Background: an optimization exercise with open tools, aiming at small area, a short achievable clock period and few clock cycles per item. Do not read the settings as production practice.
In this exercise RTL edits were held to simulation tests only and were not proved equivalent to the original.

build 81:
Design gcd, start of the top module:
module gcd(
      input [31:0]      a_in,
      input [31:0]      b_in,
      input             start,
      input             reset_n,
      input             clk,
      output [31:0]     result,
      output            done
      );
      reg [31:0] a, b;
      reg        busy;       
      wire [31:0] x  = a ^ b;
      wire [31:0] n  = a & b;
      wire [31:0] t  = ~x;             
      wire [31:0] gg = a & x;          
      reg  [31:0] G, P;                
      integer lv, i;
      always @* begin
            G = gg;
            P = t;
            for (lv = 0; lv < 5; lv = lv + 1)
                  for (i = 0; i < 32; i = i + 1)
                        if (i[lv]) begin
                              G[i] = G[i] | (P[i] & G[((i >> lv) << lv) - 1]);
                              P[i] = P[i] & P[((i >> lv) << lv) - 1];
                        end
      end
      wire [32:0] c0 = {G, 1'b0};         
      wire [32:0] c1 = {G | P, 1'b1};     
      wire [31:0] dab = t ^ c1[31:0];     
      wire [31:0] dba = ~(t ^ c0[31:0]);  
      wire a_gt = c0[32];                 
      wire b_gt = ~c1[32];                
      wire eq = &t;
      assign done = busy & (eq | ~|a | ~|b);
      assign result = a | b;
      wire [31:0] u = x | n;           
      reg  [31:0] below;                
      always @* begin
            below = {u[30:0], 1'b0};
            for (lv = 0; lv < 5; lv = lv + 1)
                  for (i = 0; i < 32; i = i + 1)
                        if (i[lv])
                              below[i] = below[i] | below[((i >> lv) << lv) - 1];
      end
      wire [31:0] lo = ~below;         
      wire ak = |(a & lo);                           
      wire bk = |(b & lo);                           
      wire x1 = |({1'b0, x[31:1]} & lo);             
      wire x2 = |({2'b0, x[31:2]} & lo);             
      wire sub = ak & bk;
      wire a_step = ~ak | (bk & a_gt);
  ...
For scale: about 1,100 cells after synthesis, about 65 flip-flops, ~100 I/O pins, ~8000 um^2 of cells after synthesis.
clock: 4.0 ns
lec_check: 0
cap_margin: 20
core_margin: 2
core_utilization: 40
place_density: 0.6
setup_slack_margin: 0.3
slew_margin: 20
run.sh (not shown) runs the stock make flow with config.mk's settings and CLKGATE_MAP_FILE= SYNTH_SCRIPT=/design/flow/synth_recipe.tcl, a recipe that flattens the netlist after the stock synthesis.
Build 81: flow completed, timing, DRC and antenna clean
Testbench counts of build 81, summed over its fixed seeds: cycles 13,892, items 1,600.
[inputs] build 6 vs build 81
- SETUP_SLACK_MARGIN removed (was 0.3)
- CORE_UTILIZATION changed from 40 to 65
- PLACE_DENSITY changed from 0.6 to 0.75
- CTS_BUF_LIST newly set to sky130_fd_sc_hd__clkbuf_8
==> flow/flow/run.sh (new file) <==
#!/bin/bash
set -e
cp standard.sh standard_sh.log
rm -rf scripts
cp -r "$FLOW_HOME/scripts" scripts
cp flow/abc_speed.script scripts/abc_speed.script
export BUFFER_PORTS_ARGS="-buffer_cell sky130_fd_sc_hd__buf_1"
bash standard.sh SCRIPTS_DIR="$PWD/scripts" finish > standard.log 2>&1
==> flow/flow/abc_speed.script (new file) <==
&get -n
&st
&dch
&nf
&st
&syn2
&if -g -K 6
&synch2
&nf
&st
&dch
&nf -R 1000
&put
buffer -c
topo
stime -c
upsize -c
dnsize -c
==> flow/standard.sh (new file) <==
#!/bin/bash
# synth_recipe.tcl (not shown) runs the flow's synth.tcl, then flattens the netlist and writes it again
# the make line also repeats each setting of config.mk as NAME=value (left out here)
make -C /OpenROAD-flow-scripts/flow DESIGN_CONFIG=/design/flow/config.mk WORK_HOME=/design/flow/orfs CLKGATE_MAP_FILE= SYNTH_SCRIPT=/design/flow/synth_recipe.tcl "${@:-finish}"
removed: flow/run.sh
- Build 6 finished all stages; however, its layout fails the closing checks, the failures being setup timing.
- Looking only at final critical delay including setup and external delays, and setting everything else aside, the lower value of build 6 and build 81 goes to build 81.
- Changes observed in build 6 relative to build 81: sequential share of layout area now sits higher; footprint of the multi-input gates went down 610 um^2; non-clock inverter instance count of the final layout went down.
- Relative to build 81, overall routing resource usage has increased by 14 points in build 6.
- Summary of build 6 over build 81: detailed-route wire length per cell fell by 0.61%, area after synthesis fell 620 um^2.
The following lists how build 57 was set up differently from build 6:
- swapping 0.75 for 0.6 in PLACE_DENSITY
- swapping 65 for 40 in CORE_UTILIZATION
- clearing CTS_BUF_LIST, which used to be sky130_fd_sc_hd__clkbuf_8
==> flow/flow/run.sh <==
#!/bin/bash
cp standard.sh standard_sh.log
export BUFFER_PORTS_ARGS="-buffer_cell sky130_fd_sc_hd__buf_1"
bash standard.sh > standard.log 2>&1
removed: flow/flow/abc_speed.script
### Flow results
- Build 57 vs build 6, critical path arrival went down by 0.11 ns.
- Build 57 | status: complete | timing, DRC, antenna: pass
- Re vias after detailed routing: build 57 is about 1.5% up on build 6.
- Lower critical path depth among build 57 and build 6: build 57
- Highest cell delay on the worst timing path (lower): build 6
- Summary of the comparison: final critical-path required period is lower in build 57, relative to build 6.
- Origin of the worst setup path: b[5]$_DFFE_PP_ -> build 6, a[11]$_DFFE_PP_ -> build 57
- Comparing build 57 and build 6, the lower multi-input gate area in the final layout is on build 6.
--- input diff build 57..build 52 ---
- PLACE_DENSITY changed from 0.6 to 0.75
- CTS_BUF_LIST newly set to sky130_fd_sc_hd__clkbuf_8
- CORE_UTILIZATION changed from 40 to 65
==> flow/flow/run.sh <==
#!/bin/bash
set -e
cp standard.sh standard_sh.log
rm -rf scripts
cp -r "$FLOW_HOME/scripts" scripts
cp flow/abc_speed.script scripts/abc_speed.script
export BUFFER_PORTS_ARGS="-buffer_cell sky130_fd_sc_hd__buf_1"
bash standard.sh SCRIPTS_DIR="$PWD/scripts" finish > standard.log 2>&1
==> flow/flow/abc_speed.script (new file) <==
&get -n
&st
&dch
&nf -R 1000
&put
buffer -c
topo
stime -c
upsize -c
dnsize -c
Notes after the runs:
Taking build 57 over build 52, the maximum number of pins on one net before global-route repair ratio works out to 0.70. The smallest hold slack of build 52 is lower than that of build 57. Post-route minimum period, build 57 and build 52: smaller value in build 52. Build 52 ends up with a setup slack after placement that is 0.018 ns lower than in build 57. Compared build 52 vs build 57, and layout clock buffer count is down in build 52. Non-clock buffer count is higher on build 52. Compare build 57 and build 52 | summed area of non-filler cells in the final layout lower: build 52. Timing, DRC, antenna: 0 failures across build 57 and build 52. Build 52: detailed placement HPWL is 16% lower than what build 57 reported. Going from build 57 to build 52, floorplan row count shrinks by about 24%. Taking build 57 as the reference, in build 52 top fanout value on the critical path climbed 4; final cell utilization of the core climbed 30 points.

[afterwards: timing with drivers on the ports]
Ports are ideal in the flow. The routed layouts listed here were re-timed in OpenROAD. Step 1 (the two cells are an assumption about what drives the block):
set clk [get_ports {clk}]
set_driving_cell -lib_cell sky130_fd_sc_hd__clkbuf_16 $clk
set_driving_cell -lib_cell sky130_fd_sc_hd__buf_2 [delete_from_list [all_inputs] $clk]
Step 2, shift: input delay + t, output delay - t, t = (earliest + latest rising clock arrival at the registers) / 2. This alone moves slack from input paths to output paths. a / b / c = ideal / step 1 / step 2; a / b = the first two.
| run | t (ns) | setup slack, ns | slew at the worst register clock pin (ns) |
|---|---|---|---|
| build 81 | 0.395 | 0.170 / 0.170 / 0.170 | 0.07 / 0.07 |
| build 6 | 0.417 | -0.009 / -0.009 / -0.009 | 0.09 / 0.09 |
| build 57 | 0.398 | 0.096 / 0.070 / 0.096 | 0.06 / 0.06 |
| build 52 | 0.409 | 0.105 / 0.070 / 0.116 | 0.09 / 0.09 |
